Context: an optimization exercise on an open-source flow, tuned for small area and a short achievable clock period. The choices shown serve that exercise and are no tape-out recipe.
The RTL was checked by simulation tests, not by an equivalence proof against the original design.
Power and IR drop assume default switching activity.

## red
==> flow/design.v (excerpt) <==
module processor(
      input wire rst_i,
      input wire clk_i,
      input wire [79:0] inst_i,
      input wire [63:0] data_i,
      input wire i_mem_error_i,
      input wire d_mem_error_i,
      output wire write_o,
      output wire [63:0] pc_o,
      output wire [63:0] addr_o,
      output wire [63:0] data_o,
      output wire [63:0] rax_o, rcx_o, rdx_o, rbx_o, rsp_o, rbp_o, rsi_o, rdi_o, r8_o, r9_o, r10_o, r11_o, r12_o, r13_o, r14_o
      );
Size in the first run: roughly 7400 cells after synthesis, about 1700 flip-flops, about 1300 I/O pins, roughly 80000 µm² of cells after synthesis.
Settings: LEC_CHECK=0, CAP_MARGIN=20, CORE_MARGIN=2, CORE_UTILIZATION=35, PLACE_DENSITY=0.45, SETUP_SLACK_MARGIN=4.7, SLEW_MARGIN=20, TNS_END_PERCENT=10; clock period 8.0 ns.
standard.sh (not shown) runs the stock make flow with config.mk's settings and CLKGATE_MAP_FILE= SYNTH_SCRIPT=/design/flow/synth_recipe.tcl, a recipe that flattens the netlist after the stock synthesis.
==> flow/flow/run.sh <==
#!/bin/bash
# Own flow: the standard layout, with single-drive buffers on the ports
# instead of the default delay-cell buffers. Each step's output goes to its
# own log in this folder.
set -euo pipefail
bash standard.sh synth > synth.log 2>&1
bash standard.sh 'BUFFER_PORTS_ARGS=-buffer_cell sky130_fd_sc_hd__buf_1' finish > layout.log 2>&1
Relative to red, the following input files were edited for blue:
- PLACE_DENSITY changed from 0.45 to 0.7
- CORE_UTILIZATION changed from 35 to 58
## What came out
- blue vs red — die boundary height dropped 22%.
- Cmp red and blue / total placed cells including tap cells / higher: red
- For share of the synthesized area in compound gates (AO/OA/AOI/OAI), red and blue come out practically identical.
- Between red and blue, the flow reports global placer's final weighted congestion increasing by more than 10%.
- Between red and blue, count of standard-cell rows decreased.
- Status(blue) = ERROR, stage = 5_1_grt
- Taking blue as 1.0, red lands at 1.13 on CTS buffer count.
The inputs of green differ from those of blue as listed below.
- changing SETUP_SLACK_MARGIN from 4.7 to 5.0
- changing CORE_UTILIZATION from 58 to 35
- changing PLACE_DENSITY from 0.7 to 0.45
### Flow results
- green completed end to end with timing, DRC and antenna clean.
- Delta (green minus blue): count of mapped cells out of synthesis level; initial standard-cell utilization of the core moved down.
- Diff green and blue: placement-stage worst setup slack higher in blue
- Compared with blue, green shows a higher total clock buffers created by CTS.
- Compared with blue, green shows a quantity of gates resized following cts that is 78% higher.
- green falls short of blue in post-DP HPWL.
- Measured against blue, the total setup buffers inserted after CTS of green comes out at 1.7 times the reference value.
- As far as simple-gate share of the synthesized area goes, green and blue are indistinguishable; the numbers are identical.
- Number of placement rows (lower): blue
Modified inputs, orange compared to green
- a change of PLACE_DENSITY from 0.45 to 0.75
- a change of SETUP_SLACK_MARGIN from 5.0 to 4.7
- a change of CORE_UTILIZATION from 35 to 65
### Flow results
In the summary table, orange is marked failed, with error PPL-0024 raised in 3_2_place_iop.
Compared with green, in orange post-synthesis adder-cell area fraction has remained practically unchanged; initial core utilization has increased.
Compared orange against green; part of the Yosys area used for sequential elements within noise.
orange against green: chip height went down; synthesized cell count barely changed; basic-gate share of the synthesized area counting and, or, nand and nor cells stayed essentially flat.
Number of synthesized register bits: orange vs green identical
| xor-xnor portion of the synthesized cell area | green vs orange | ≈ equal |


processor again, from the RTL that the note above started with.
// processor
module processor(
      input wire rst_i,
      input wire clk_i,
      input wire [79:0] inst_i,
      input wire [63:0] data_i,
      input wire i_mem_error_i,
      input wire d_mem_error_i,
      output wire write_o,
      output wire [63:0] pc_o,
      output wire [63:0] addr_o,
      output wire [63:0] data_o,
      output wire [63:0] rax_o, rcx_o, rdx_o, rbx_o, rsp_o, rbp_o, rsi_o, rdi_o, r8_o, r9_o, r10_o, r11_o, r12_o, r13_o, r14_o
      );
      localparam [3:0] I_HALT = 4'h0, I_NOP = 4'h1, I_CXX = 4'h2, I_IXX = 4'h3,
                       I_RMMOVQ = 4'h4, I_MRMOVQ = 4'h5, I_OPQ = 4'h6, I_JXX = 4'h7,
                       I_CALL = 4'h8, I_RET = 4'h9, I_PUSHQ = 4'hA, I_POPQ = 4'hB;
      localparam [3:0] NREG = 4'hF, RSP = 4'h4;
      wire clk = clk_i;
      wire rst = rst_i;
      reg  [63:0] F_predPC;
      reg  [63:0] PC;                
      reg  [3:0]  D_icode;
      reg  [3:0]  D_ifun;
      reg  [3:0]  D_srcA, D_srcB, D_dstE, D_dstM;
      reg  [63:0] D_val;             
      reg         D_exc;
      reg  [63:0] E_valA;            
      reg  [63:0] E_aluA;            
      reg  [63:0] E_aluB;            
      reg  [3:0]  E_ifun;
  ...
Settings: LEC_CHECK=0, CAP_MARGIN=20, CORE_MARGIN=2, CORE_UTILIZATION=35, CTS_BUF_LIST=sky130_fd_sc_hd__clkbuf_8, PLACE_DENSITY=0.45, SETUP_SLACK_MARGIN=4.7, SLEW_MARGIN=20, TNS_END_PERCENT=10; clock period 8.0 ns.
Scripts as last shown in full above: flow/flow/run.sh
Next try:
--- a/flow/config.mk
+++ b/flow/config.mk
@@ -8,7 +8,6 @@
 export CAP_MARGIN = 20
 export CORE_MARGIN = 2
-export CORE_UTILIZATION = 35
-export CTS_BUF_LIST = sky130_fd_sc_hd__clkbuf_8
-export PLACE_DENSITY = 0.45
+export CORE_UTILIZATION = 40
+export PLACE_DENSITY = 0.5
 export SETUP_SLACK_MARGIN = 4.7
 export SLEW_MARGIN = 20
The new run finished with timing, DRC and antenna clean.
Final area fell by about 1.7%.
Core utilization is higher by 5.6 points.
Setup slack degrades by 0.091 ns.
Combinational power shrinks by 4.9%.
Non-clock buffer count shrinks by 87.
Next try:
--- a/flow/config.mk
+++ b/flow/config.mk
@@ -8,7 +8,5 @@
 export CAP_MARGIN = 20
 export CORE_MARGIN = 2
-export CORE_UTILIZATION = 40
-export PLACE_DENSITY = 0.5
-export SETUP_SLACK_MARGIN = 4.7
+export CORE_UTILIZATION = 35
+export PLACE_DENSITY = 0.45
 export SLEW_MARGIN = 20
-export TNS_END_PERCENT = 10
Non-clock buffer count fell by 320.
Synthesized area does not change.
Design area goes down by a little under a tenth.
Routed wire length increases slightly.
Die area increases by about a fifth.
Sequential power is about the same.
Clock power goes down by a few percent.

## what the ideal ports hide
The results above use ideal ports. As a check the final layouts listed here were re-extracted and re-timed, cells and wires unchanged.
Step 1, drivers: a clkbuf_16 drives clk_i and a buf_2 each remaining input, both assumed.
Step 2 also shifts input and output timing later by t, the mid clock arrival at the registers, as if the neighbouring blocks saw the same clock.
Slacks: no drivers / after step 1 / after step 2; pairs: no drivers / after step 1.
run	shift t [ns]	setup WS [ns]	hold slack, ns	pins driven straight from the clock port
red	0.978	3.897 / 3.897 / 3.188	0.378 / 0.378 / 0.378	1
green	1.006	3.794 / 3.794 / 2.939	0.389 / 0.389 / 0.389	1
the first run of note 2	1.181	3.896 / 3.896 / 3.119	0.376 / 0.376 / 0.376	1
the second run of note 2	0.981	3.805 / 3.805 / 3.305	0.397 / 0.397 / 0.397	1
the third run of note 2	0.990	2.201 / 2.201 / 2.201	0.395 / 0.395 / 0.395	1
After both steps every run listed still meets setup and hold. The setup slack of green, which loses most, moves by 0.000 ns with the drivers and by -0.855 ns with both steps.
